Background: an optimization exercise with open tools, aiming at small area. Do not read the settings as production practice. In this exercise RTL edits were held to simulation tests only and were not proved equivalent to the original. Power and IR drop assume default switching activity.

==> flow/design.v <==
module decimation_filter (
	input mclk1,
	input reset,
	input mdata1,
	output reg [15:0] DATA,
	output reg data_en,
	input [15:0] dec_rate );
function [36:0] radd;
	input [36:0] a, b;
	input cin;
	integer i;
	reg c;
	begin
		c = cin;
		for (i = 0; i < 37; i = i + 1) begin
			radd[i] = a[i] ^ b[i] ^ c;
			c = (a[i] & b[i]) | (c & (a[i] ^ b[i]));
		end
	end
endfunction
function rcarry;
	input [36:0] a, b;
	input cin;
	input integer k;
	integer i;
	reg c;
	begin
		c = cin;
		for (i = 0; i < 37; i = i + 1)
			if (i < k) c = (a[i] & b[i]) | (c & (a[i] ^ b[i]));
		rcarry = c;
	end
endfunction
wire [7:0] rs = dec_rate[12:5];
reg [6:0] mr;
always @(posedge mclk1)
	mr <= {|dec_rate[12:12], |dec_rate[12:11], |dec_rate[12:10], |dec_rate[12:9],
	       |dec_rate[12:8], |dec_rate[12:7], |dec_rate[12:6]};
wire [11:0] mask = {mr, 5'h1F};
function [23:0] kmux;
	input [7:0] s;
	input [23:0] k0, k1, k2, k3, k4, k5, k6, k7;
	kmux = ({24{s[0]}} & k0) | ({24{s[1]}} & k1) | ({24{s[2]}} & k2) | ({24{s[3]}} & k3)
	     | ({24{s[4]}} & k4) | ({24{s[5]}} & k5) | ({24{s[6]}} & k6) | ({24{s[7]}} & k7);
endfunction
wire [23:0] wa_rst = kmux(rs, 24'd120, 24'd496, 24'd2016, 24'd8128, 24'd32640, 24'd130816, 24'd523776, 24'd2096128);
wire [23:0] wb_rst = kmux(rs, 24'd768, 24'd3072, 24'd12288, 24'd49152, 24'd196608, 24'd786432, 24'd3145728, 24'd12582912);
wire [23:0] wc_rst = kmux(rs, 24'd136, 24'd528, 24'd2080, 24'd8256, 24'd32896, 24'd131328, 24'd524800, 24'd2098176);
wire [23:0] wa_0 = kmux(rs, 24'd528, 24'd2080, 24'd8256, 24'd32896, 24'd131328, 24'd524800, 24'd2098176, 24'd8390656);
wire [23:0] wb_0 = kmux(rs, 24'd496, 24'd2016, 24'd8128, 24'd32640, 24'd130816, 24'd523776, 24'd2096128, 24'd8386560);
localparam K = 13;      
reg [11:0] p;           
reg [23:0] wa, wb;      
reg [22:0] wc;          
reg [1:0] xd;           
reg [2:0] rd;           
reg [36:0] y0;
reg [35:0] y1;
reg [33:0] y2;
reg c0, c1, c2;         
reg [15:0] f1, f2, fd;  
wire x = xd[1];
wire z = (p == 12'd0);            
wire last = &(p | ~mask);         
wire [11:0] mhi = mask & ~{1'b0, mask[11:1]};     
wire p_top = |(p & mhi);                          
wire [23:0] da = {12'hFFF, p | ~mask};
wire [23:0] db;
genvar gi;
generate
	for (gi = 0; gi < 24; gi = gi + 1) begin : g_db
		if (gi == 0) assign db[gi] = 1'b1;
		else if (gi <= 11) assign db[gi] = mask[gi] ? ~p[gi-1] : p_top;
		else assign db[gi] = p_top;
	end
endgenerate
always @(posedge mclk1) begin
	if (reset) begin
		p <= {dec_rate[12:2], 1'b1};
		data_en <= 1'b0;
		xd <= 2'b00;
		wa <= wa_rst;
		wb <= wb_rst;
		wc <= wc_rst[22:0];
	end else begin
		p <= radd({25'h0, p}, 37'd0, 1'b1) & mask;
		data_en <= z;
		xd <= {xd[0], mdata1};
		if (last) begin
			wa <= wa_0;
			wb <= wb_0;
			wc <= 23'd0;
		end else begin
			wa <= radd({13'h0, wa}, {13'h0, da}, 1'b0);
			wb <= radd({13'h0, wb}, {13'h0, db}, 1'b1);
			wc <= radd({14'h0, wc}, {25'h0, p}, 1'b0);
		end
	end
end
wire xz = x & z;
wire xn = x & ~z;
wire [23:0] a0 = {24{xn}} & wa;
wire [23:0] a1 = ({24{xz}} & wa) | ({24{xn}} & wb);
wire [23:0] a2 = ({24{xz}} & wb) | ({24{xn}} & {1'b0, wc});
wire sh = data_en | rd[0] | rd[1] | rd[2];
wire [36:0] b0 = sh ? {1'b0, y1} : y0;
wire bc0 = sh ? c1 : c0;
wire [35:0] b1 = sh ? {2'b00, y2} : y1;
wire bc1 = sh ? c2 : c1;
wire [33:0] b2 = sh ? 34'd0 : y2;
wire bc2 = sh ? 1'b0 : c2;
always @(posedge mclk1) rd <= {rd[1:0], reset};
always @(posedge mclk1) begin
	begin
		y0[K-1:0] <= radd(b0, {13'h0, a0}, 1'b0);
		c0        <= rcarry(b0, {13'h0, a0}, 1'b0, K);
		y0[36:K]  <= radd(b0 >> K, {13'h0, a0} >> K, bc0);
		y1[K-1:0] <= radd({1'b0, b1}, {13'h0, a1}, 1'b0);
		c1        <= rcarry({1'b0, b1}, {13'h0, a1}, 1'b0, K);
		y1[35:K]  <= radd({1'b0, b1} >> K, {13'h0, a1} >> K, bc1);
		y2[K-1:0] <= radd({3'h0, b2}, {13'h0, a2}, 1'b0);
		c2        <= rcarry({3'h0, b2}, {13'h0, a2}, 1'b0, K);
		y2[33:K]  <= radd({3'h0, b2} >> K, {13'h0, a2} >> K, bc2);
	end
end
wire [15:0] word =
	  ({16{rs[0]}} & {y0[14:0], 1'b0}) | ({16{rs[1]}} & y0[17:2])  | ({16{rs[2]}} & y0[20:5])
	| ({16{rs[3]}} & y0[23:8])         | ({16{rs[4]}} & y0[26:11]) | ({16{rs[5]}} & y0[29:14])
	| ({16{rs[6]}} & y0[32:17])        | ({16{rs[7]}} & y0[35:20])
	| {16{|(rs & {y0[36], y0[33], y0[30], y0[27], y0[24], y0[21], y0[18], y0[15]})}};
wire mv = (p[11:4] == 8'd1);
reg [1:0] nw;           
always @(posedge mclk1) begin
	f1 <= {(mv ? fd[0] : f1[0]), f1[15:1]};
	f2 <= {(mv ? f1[0] : f2[0]), f2[15:1]};
	if (data_en)
		fd <= {word[0], word[15:1]};
	else
		fd <= {(mv ? f2[0] : fd[0]), fd[15:1]};
end
always @(posedge mclk1) begin
	if (reset)
		nw <= 2'd0;
	else if (data_en && !(&nw))
		nw <= nw + 2'd1;
end
always @(*) DATA = fd & {16{&nw}};
endmodule
export LEC_CHECK = 0
export CAP_MARGIN = 20
export CORE_MARGIN = 2
export CORE_UTILIZATION = 75
export GPL_TIMING_DRIVEN = 0
export SLEW_MARGIN = 20
create_clock -name core_clock -period 10.0 [get_ports {mclk1}]
standard.sh (not shown) runs the stock make flow with config.mk's settings and CLKGATE_MAP_FILE= SYNTH_SCRIPT=/design/flow/synth_recipe.tcl, a recipe that flattens the netlist after the stock synthesis.
==> flow/flow/run.sh <==
#!/bin/bash
# Standard ORFS layout (the standard.sh) with two changes:
#  - clock tree synthesis without dummy loads, with small leaf buffers;
#  - port buffers of the smallest buffer cell.
# The make output goes to flow.log in the work folder; ORFS keeps each
# step's own log under orfs/logs.
set -euo pipefail
export CTS_ARGS="-sink_clustering_enable -repair_clock_nets -dont_use_dummy_load -buf_list {sky130_fd_sc_hd__clkbuf_4 sky130_fd_sc_hd__clkbuf_8} -sink_clustering_size 16 -sink_clustering_max_diameter 50"
export BUFFER_PORTS_ARGS="-buffer_cell sky130_fd_sc_hd__buf_1"
bash standard.sh > flow.log 2>&1
Edit:
--- a/flow/flow/run.sh
+++ b/flow/flow/run.sh
@@ -7,3 +7,3 @@
 set -euo pipefail
-export CTS_ARGS="-sink_clustering_enable -repair_clock_nets -dont_use_dummy_load -buf_list {sky130_fd_sc_hd__clkbuf_4 sky130_fd_sc_hd__clkbuf_8} -sink_clustering_size 16 -sink_clustering_max_diameter 50"
+export CTS_ARGS="-sink_clustering_enable -repair_clock_nets -dont_use_dummy_load -buf_list {sky130_fd_sc_hd__clkbuf_4 sky130_fd_sc_hd__clkbuf_8} -sink_clustering_size 20 -sink_clustering_max_diameter 60"
 export BUFFER_PORTS_ARGS="-buffer_cell sky130_fd_sc_hd__buf_1"
CORE_UTILIZATION = 50   (was 75)
GPL_TIMING_DRIVEN = unset   (was 0)
Result:
- The new run ran to the end with no violations
- clock-buffer cell count shrinks by 5
- wire length goes down by about a fifth
- worst hold slack is worse by 21 ps
- area after synthesis does not change
- setup slack is better by 330 ps
Edit:
CORE_UTILIZATION = 60   (was 50)
Outcome:
- hold slack stays flat
- die area decreases by about 16%
- core utilization increases by 10 points
- global-route usage increases by 4.5 points
- clock power decreases by about 4%

==> afterwards: timing with drivers on the ports <==
In the flow no input, the clock included, has a driving cell. The finished layouts below were timed again as built, in two steps. Step 1 sets driving cells, clkbuf_16 on the clock port and buf_2 on the other inputs (assumed; they add their load-dependent delay and slew). Step 2 also shifts input and output timing later by t, the mid clock arrival at the registers, as if the neighbouring blocks saw the same clock. a / b / c = no drivers / after step 1 / after step 2; a / b = the first two.
| run | t (ns) | setup WS [ns] | worst register clock-pin slew, ns |
|---|---|---|---|
| the first run | 0.593 | 0.264 / 0.264 / 0.264 | 0.10 / 0.10 |
| the second run | 0.578 | 0.592 / 0.592 / 0.592 | 0.11 / 0.11 |
| the third run | 0.575 | 0.597 / 0.597 / 0.597 | 0.12 / 0.12 |
After both steps setup and hold are still met in every run listed.
